This is an optimization exercise on Yosys and OpenROAD, whose aim is a short achievable clock period and few clock cycles, not a production implementation. In this exercise RTL edits were held to simulation tests only and were not proved equivalent to the original. Power figures rest on the tool's default switching activity, not on a simulated workload.

==> inputs of run a <==
## processor
module processor(
    input clk,
    input rst,
    output [31:0] imem_addr,
    input [31:0] imem_rdata,
    output [31:0] dmem_addr,
    output [31:0] dmem_wdata,
    output dmem_we,
    input [31:0] dmem_rdata,
    output rf_we,
    output [4:0] rf_waddr,
    output [31:0] rf_wdata
);
==> flow/config.mk <==
export PLATFORM = sky130hd
export DESIGN_NAME = processor
export DESIGN_NICKNAME = processor
export VERILOG_FILES = /design/flow/design.v
export SDC_FILE = /design/flow/constraint.sdc
export NUM_CORES = 4
export LEC_CHECK = 0
export ABC_CLOCK_PERIOD_IN_PS = 500
export CAP_MARGIN = 20
export CORE_MARGIN = 2
export CORE_UTILIZATION = 40
export PLACE_DENSITY = 0.6
export SLEW_MARGIN = 20
==> flow/constraint.sdc <==
create_clock -name core_clock -period 11.0 [get_ports {clk}]
set_input_delay 2.2000 -clock core_clock [delete_from_list [all_inputs] [get_ports {clk}]]
set_output_delay 2.2000 -clock core_clock [all_outputs]
set_load 0.01 [all_outputs]
standard.sh (not shown) runs the stock make flow with config.mk's settings and CLKGATE_MAP_FILE= SYNTH_SCRIPT=/design/flow/synth_recipe.tcl, a recipe that flattens the netlist after the stock synthesis.
==> flow/flow/run.sh <==
#!/bin/bash
# The standard layout (standard.sh), made with two different settings:
#  - ADDER_MAP_FILE is empty, so synthesis leaves the adders to abc instead of
#    mapping them to full- and half-adder cells first (the registers, their
#    names and cell types are the same as in the standard synthesis);
#  - timing repair aims for MARGIN ns of setup slack at the design's clock
#    period (the SDC is the design's, unchanged).
# make's output goes to standard_make.log; ORFS's per-step logs are under orfs/logs.
set -euo pipefail
MARGIN=7.5
bash standard.sh ADDER_MAP_FILE= SETUP_SLACK_MARGIN=$MARGIN finish > standard_make.log 2>&1
==> run b: changes against run a <==
==> flow/design.v (replaced) <==
module processor(
    input clk,
    input rst,
    output [31:0] imem_addr,
    input [31:0] imem_rdata,
    output [31:0] dmem_addr,
    output [31:0] dmem_wdata,
    output dmem_we,
    input [31:0] dmem_rdata,
    output rf_we,
    output [4:0] rf_waddr,
    output [31:0] rf_wdata
);
    reg [31:0] pcF;
    reg [15:0] btb_v;
    reg [25:0] btb_tag [0:15];
    reg [29:0] btb_tgt [0:15];
    reg [1:0]  btb_ctr [0:15];
    reg [15:0] btb_short;    
    reg        upd_v;
    reg [3:0]  upd_idx;
    reg [25:0] upd_tag;
    reg [29:0] upd_tgt;
    reg [1:0]  upd_ctr;
    reg        upd_short;
    reg        validD;
    reg [31:0] instrD;
    reg [31:0] oh1D, oh2D;
    reg [31:0] pcD;
    reg        predD, hitD;
    reg [1:0]  ctrD;
    reg [31:0] opA, opB, addrE, sdE;
    reg        fA, fB;
    reg        weE, ldE, stE, brE, jalE, jalrE, redirE;
    reg        brLtE, brInvE, brUpdE, shortE, noRedir;
    reg        o_add, o_sub, o_and, o_or, o_xor, o_slt, o_sltu, o_passB, o_link;
    reg [4:0]  rdE;
    reg [31:0] pc4E, altE;
    reg [29:0] tgtE;
    reg [29:0] pcE;
    reg        predE, hitE;
    reg [1:0]  ctrE;
    reg [31:0] ResW;
    reg        weW;
    reg [4:0]  rdW;
    reg [31:0] rf [0:31];
    reg [31:0] rf_ok;
    wire [31:0] A = fA ? ResW : opA;
    wire [31:0] B = fB ? ResW : opB;
    wire [31:0] sum  = A + B;
    wire [31:0] diff = A - B;
    wire eq   = (A == B);
    wire lt31 = A[30:0] < B[30:0];
    wire ltS  = (A[31] ^ B[31]) ? A[31] : lt31;
    wire ltU  = (A[31] ^ B[31]) ? B[31] : lt31;
    wire [31:0] aluE =
          ({32{o_add}}   & sum)
        | ({32{o_sub}}   & diff)
        | ({32{o_and}}   & (A & B))
        | ({32{o_or}}    & (A | B))
        | ({32{o_xor}}   & (A ^ B))
        | ({32{o_slt}}   & {31'b0, ltS})
        | ({32{o_sltu}}  & {31'b0, ltU})
        | ({32{o_passB}} & B)
        | ({32{o_link}}  & pc4E);
    wire [31:0] resE = ldE ? dmem_rdata : aluE;
    wire condE = brLtE ? ltS : eq;
    wire mispE    = brE & (condE ^ brInvE);
    wire redirect = redirE | mispE;
    wire redirPCsel = redirE | (mispE & ~(noRedir & ~predD));
    wire [31:0] redirPC = jalrE ? {sum[31:1], 1'b0} : altE;
    wire [3:0]  bi     = pcF[5:2];
    wire        btbHit = btb_v[bi] & (btb_tag[bi] == pcF[31:6]);
    wire [1:0]  btbCtr = btb_ctr[bi];
    wire        predF  = btbHit & btbCtr[1] & (~btb_short[bi] | btbCtr[0]);
    wire [31:0] pc4F   = pcF + 32'd4;
    wire [31:0] predPC = predF ? {btb_tgt[bi], 2'b00} : pc4F;
    assign imem_addr = pcF;
    wire [6:0] opc = instrD[6:0];
    wire [2:0] f3  = instrD[14:12];
    wire [4:0] rs1 = instrD[19:15];
    wire [4:0] rs2 = instrD[24:20];
    wire [4:0] rd  = instrD[11:7];
    wire isR    = opc[6:2] == 5'b01100;
    wire isI    = opc[6:2] == 5'b00100;
    wire isLd   = opc[6:2] == 5'b00000;
    wire isSt   = opc[6:2] == 5'b01000;
    wire isBr   = opc[6:2] == 5'b11000;
    wire isJal  = opc[6:2] == 5'b11011;
    wire isJalr = opc[6:2] == 5'b11001;
    wire isLui  = opc[6:2] == 5'b01101;
    wire regW  = isR | isI | isLd | isJal | isJalr | isLui;
    wire weD   = regW & (rd != 5'd0);
    wire use1  = isR | isI | isBr | isJalr;    
    wire use2  = isR | isBr;                   
    wire mem   = isLd | isSt;
    wire [31:0] immI = {{20{instrD[31]}}, instrD[31:20]};
    wire [31:0] immS = {{20{instrD[31]}}, instrD[31:25], instrD[11:7]};
    wire [31:0] immB = {{20{instrD[31]}}, instrD[7], instrD[30:25], instrD[11:8], 1'b0};
    wire [31:0] immJ = {{12{instrD[31]}}, instrD[19:12], instrD[20], instrD[30:21], 1'b0};
    wire [31:0] immU = {instrD[31:12], 12'b0};
    wire [31:0] immD = isLui ? immU : immI;
    wire [31:0] tgtD = pcD + (isJal ? immJ : immB);
    wire [31:0] pc4D = pcD + 32'd4;
    wire [31:0] sel1 = oh1D & rf_ok;
    wire [31:0] sel2 = oh2D & rf_ok;
    reg  [31:0] rf1, rf2;
    integer k;
    always @(*) begin
        rf1 = 32'd0;
        rf2 = 32'd0;
        for (k = 1; k < 32; k = k + 1) begin
            rf1 = rf1 | ({32{sel1[k]}} & rf[k]);
            rf2 = rf2 | ({32{sel2[k]}} & rf[k]);
        end
    end
    wire [31:0] r1 = (weW && rdW == rs1) ? ResW : rf1;
    wire [31:0] r2 = (weW && rdW == rs2) ? ResW : rf2;
    wire [31:0] addrD = r1 + (isSt ? immS : immI);
    wire m1E = weE && rdE == rs1;
    wire m2E = weE && rdE == rs2;
    wire off0 = isSt ? (immS == 32'd0) : (immI == 32'd0);
    wire agi = validD & mem & m1E & ~off0;
    wire goE = validD & ~redirect & ~agi;
    wire aluRI = isR | isI;
    wire subR  = isR & instrD[30];
    wire d_add  = aluRI & f3 == 3'b000 & ~subR;
    wire d_sub  = aluRI & f3 == 3'b000 & subR;
    wire d_slt  = aluRI & f3 == 3'b010;
    wire d_sltu = aluRI & f3 == 3'b011;
    wire d_xor  = aluRI & f3 == 3'b100;
    wire d_or   = aluRI & f3 == 3'b110;
    wire d_and  = aluRI & f3 == 3'b111;
    wire jalNoPred = isJal & ~predD;
    wire predNonBr = predD & ~isJal & ~isBr;
    always @(posedge clk or posedge rst) begin
        if (rst) begin
            pcF    <= 32'd0;
            btb_v  <= 16'd0;
            upd_v  <= 1'b0;
            validD <= 1'b0;
            weE <= 1'b0; ldE <= 1'b0; stE <= 1'b0; brE <= 1'b0;
            jalE <= 1'b0; jalrE <= 1'b0; redirE <= 1'b0; brUpdE <= 1'b0;
            weW <= 1'b0;
            rf_ok <= 32'd0;
        end else begin
            if (redirPCsel)
                pcF <= redirPC;
            else if (!agi)
                pcF <= predPC;
            if (upd_v)
                btb_v[upd_idx] <= 1'b1;
            upd_v <= brUpdE & (hitE | condE ^ brInvE ^ predE) | (jalE & ~hitE);
            if (redirPCsel)
                validD <= 1'b0;
            else if (!agi)
                validD <= 1'b1;
            weE    <= goE & weD;
            ldE    <= goE & isLd;
            stE    <= goE & isSt;
            brE    <= goE & isBr;
            jalE   <= goE & isJal;
            jalrE  <= goE & isJalr;
            redirE <= goE & (isJalr | jalNoPred | predNonBr);
            brUpdE <= goE & (isBr | isJal);
            weW <= weE;
            if (weW)
                rf_ok[rdW] <= 1'b1;
        end
    end
    always @(posedge clk) begin
        if (upd_v) begin
            btb_tag[upd_idx] <= upd_tag;
            btb_tgt[upd_idx] <= upd_tgt;
            btb_ctr[upd_idx] <= upd_ctr;
            btb_short[upd_idx] <= upd_short;
        end
        upd_idx <= pcE[3:0];
        upd_tag <= pcE[29:4];
        upd_tgt <= tgtE;
        upd_short <= shortE;
        if (jalE)
            upd_ctr <= hitE ? ((ctrE == 2'b11) ? 2'b11 : ctrE + 2'b01) : 2'b11;
        else if (condE ^ brInvE ^ predE)
            upd_ctr <= hitE ? ((ctrE == 2'b11) ? 2'b11 : ctrE + 2'b01) : 2'b11;
        else
            upd_ctr <= (ctrE == 2'b00) ? 2'b00 : ctrE - 2'b01;
        if (!agi) begin
            instrD <= imem_rdata;
            oh1D   <= 32'd1 << imem_rdata[19:15];
            oh2D   <= 32'd1 << imem_rdata[24:20];
            pcD    <= pcF;
            predD  <= predF;
            hitD   <= btbHit;
            ctrD   <= btbCtr;
        end
        opA   <= r1;
        opB   <= use2 ? r2 : immD;
        addrE <= m1E ? resE : addrD;
        sdE   <= m2E ? resE : r2;
        fA    <= use1 & m1E;
        fB    <= use2 & m2E;
        o_add   <= d_add;
        o_sub   <= d_sub;
        o_and   <= d_and;
        o_or    <= d_or;
        o_xor   <= d_xor;
        o_slt   <= d_slt;
        o_sltu  <= d_sltu;
        o_passB <= isLui;
        o_link  <= isJal | isJalr;
        brLtE  <= f3[2];
        shortE  <= isBr & (immB == 32'd8);
        noRedir <= isBr & (immB == 32'd8) & ~predD;
        brInvE <= f3[0] ^ predD;
        rdE    <= rd;
        pc4E   <= pc4D;
        altE   <= ((isBr | isJal) & ~predD) ? tgtD : pc4D;
        tgtE   <= tgtD[31:2];
        pcE    <= pcD[31:2];
        predE  <= predD;
        hitE   <= hitD;
        ctrE   <= ctrD;
        ResW <= resE;
        rdW  <= rdE;
        if (weW)
            rf[rdW] <= ResW;
    end
    assign dmem_addr  = addrE;
    assign dmem_wdata = sdE;
    assign dmem_we    = stE;
    assign rf_we      = weW;
    assign rf_waddr   = rdW;
    assign rf_wdata   = ResW;
endmodule
==> flow/flow/run.sh (replaced) <==
#!/bin/bash
# The standard layout, with the timing repair steps aiming for setup slack
# of MARGIN ns at the design's clock period (the SDC is unchanged).
set -euo pipefail
MARGIN=7
bash standard.sh SETUP_SLACK_MARGIN=$MARGIN finish > standard_make.log 2>&1
==> flow/config.mk (replaced) <==
export PLATFORM = sky130hd
export DESIGN_NAME = processor
export DESIGN_NICKNAME = processor
export VERILOG_FILES = /design/flow/design.v
export SDC_FILE = /design/flow/constraint.sdc
export NUM_CORES = 4
export LEC_CHECK = 0
export ABC_CLOCK_PERIOD_IN_PS = 3000
export CAP_MARGIN = 20
export CORE_MARGIN = 2
export CORE_UTILIZATION = 40
export PLACE_DENSITY = 0.6
export SLEW_MARGIN = 20
==> comparison <==
Area after synthesis: run b is smaller than run a (about 6.5%). Via count: run b is lower than run a (18%). Against run b, the worst hold slack of run a is higher by 19 ps. Between run b and run a, the lower sequential cell count is in run a (gap 15). Of run a and run b, run a has the higher core utilization (gap 0.093 points). Cell area: run a is higher than run b (7.5%). Between run b and run a, the lower global-route usage is in run b (gap 2.7 points). In run b the die area is smaller than in run a, by 6.5%. Between run a and run b, the lower critical path depth is in run a (gap 7). In run b the combinational power is larger than in run a, by 13%.
Testbench counts of run a, summed over its fixed seeds: cycles 41,240.
Testbench counts of run b, summed over its fixed seeds: cycles 41,240.

-- re-timing with driven ports --
In the flow no input, the clock included, has a driving cell. The finished layouts below were timed again as built, in two steps. Step 1 sets driving cells, clkbuf_16 on the clock port and buf_2 on the other inputs (assumed; they add their load-dependent delay and slew). Step 2, shift: input delay + t, output delay - t, t = (earliest + latest rising clock arrival at the registers) / 2. This alone moves slack from input paths to output paths. a / b / c = ideal / step 1 / step 2; a / b = the first two.
| run | shift t [ns] | slack for setup (ns) | worst setup path after step 2 |
|---|---|---|---|
| run a | 1.014 | 6.669 / 6.669 / 6.602 | input to register |
| run b | 1.035 | 6.207 / 6.207 / 6.207 | register to register |
After both steps setup and hold are still met in every run listed. The setup slack of run a, which loses most, moves by 0.000 ns with the drivers and by -0.067 ns with both steps.
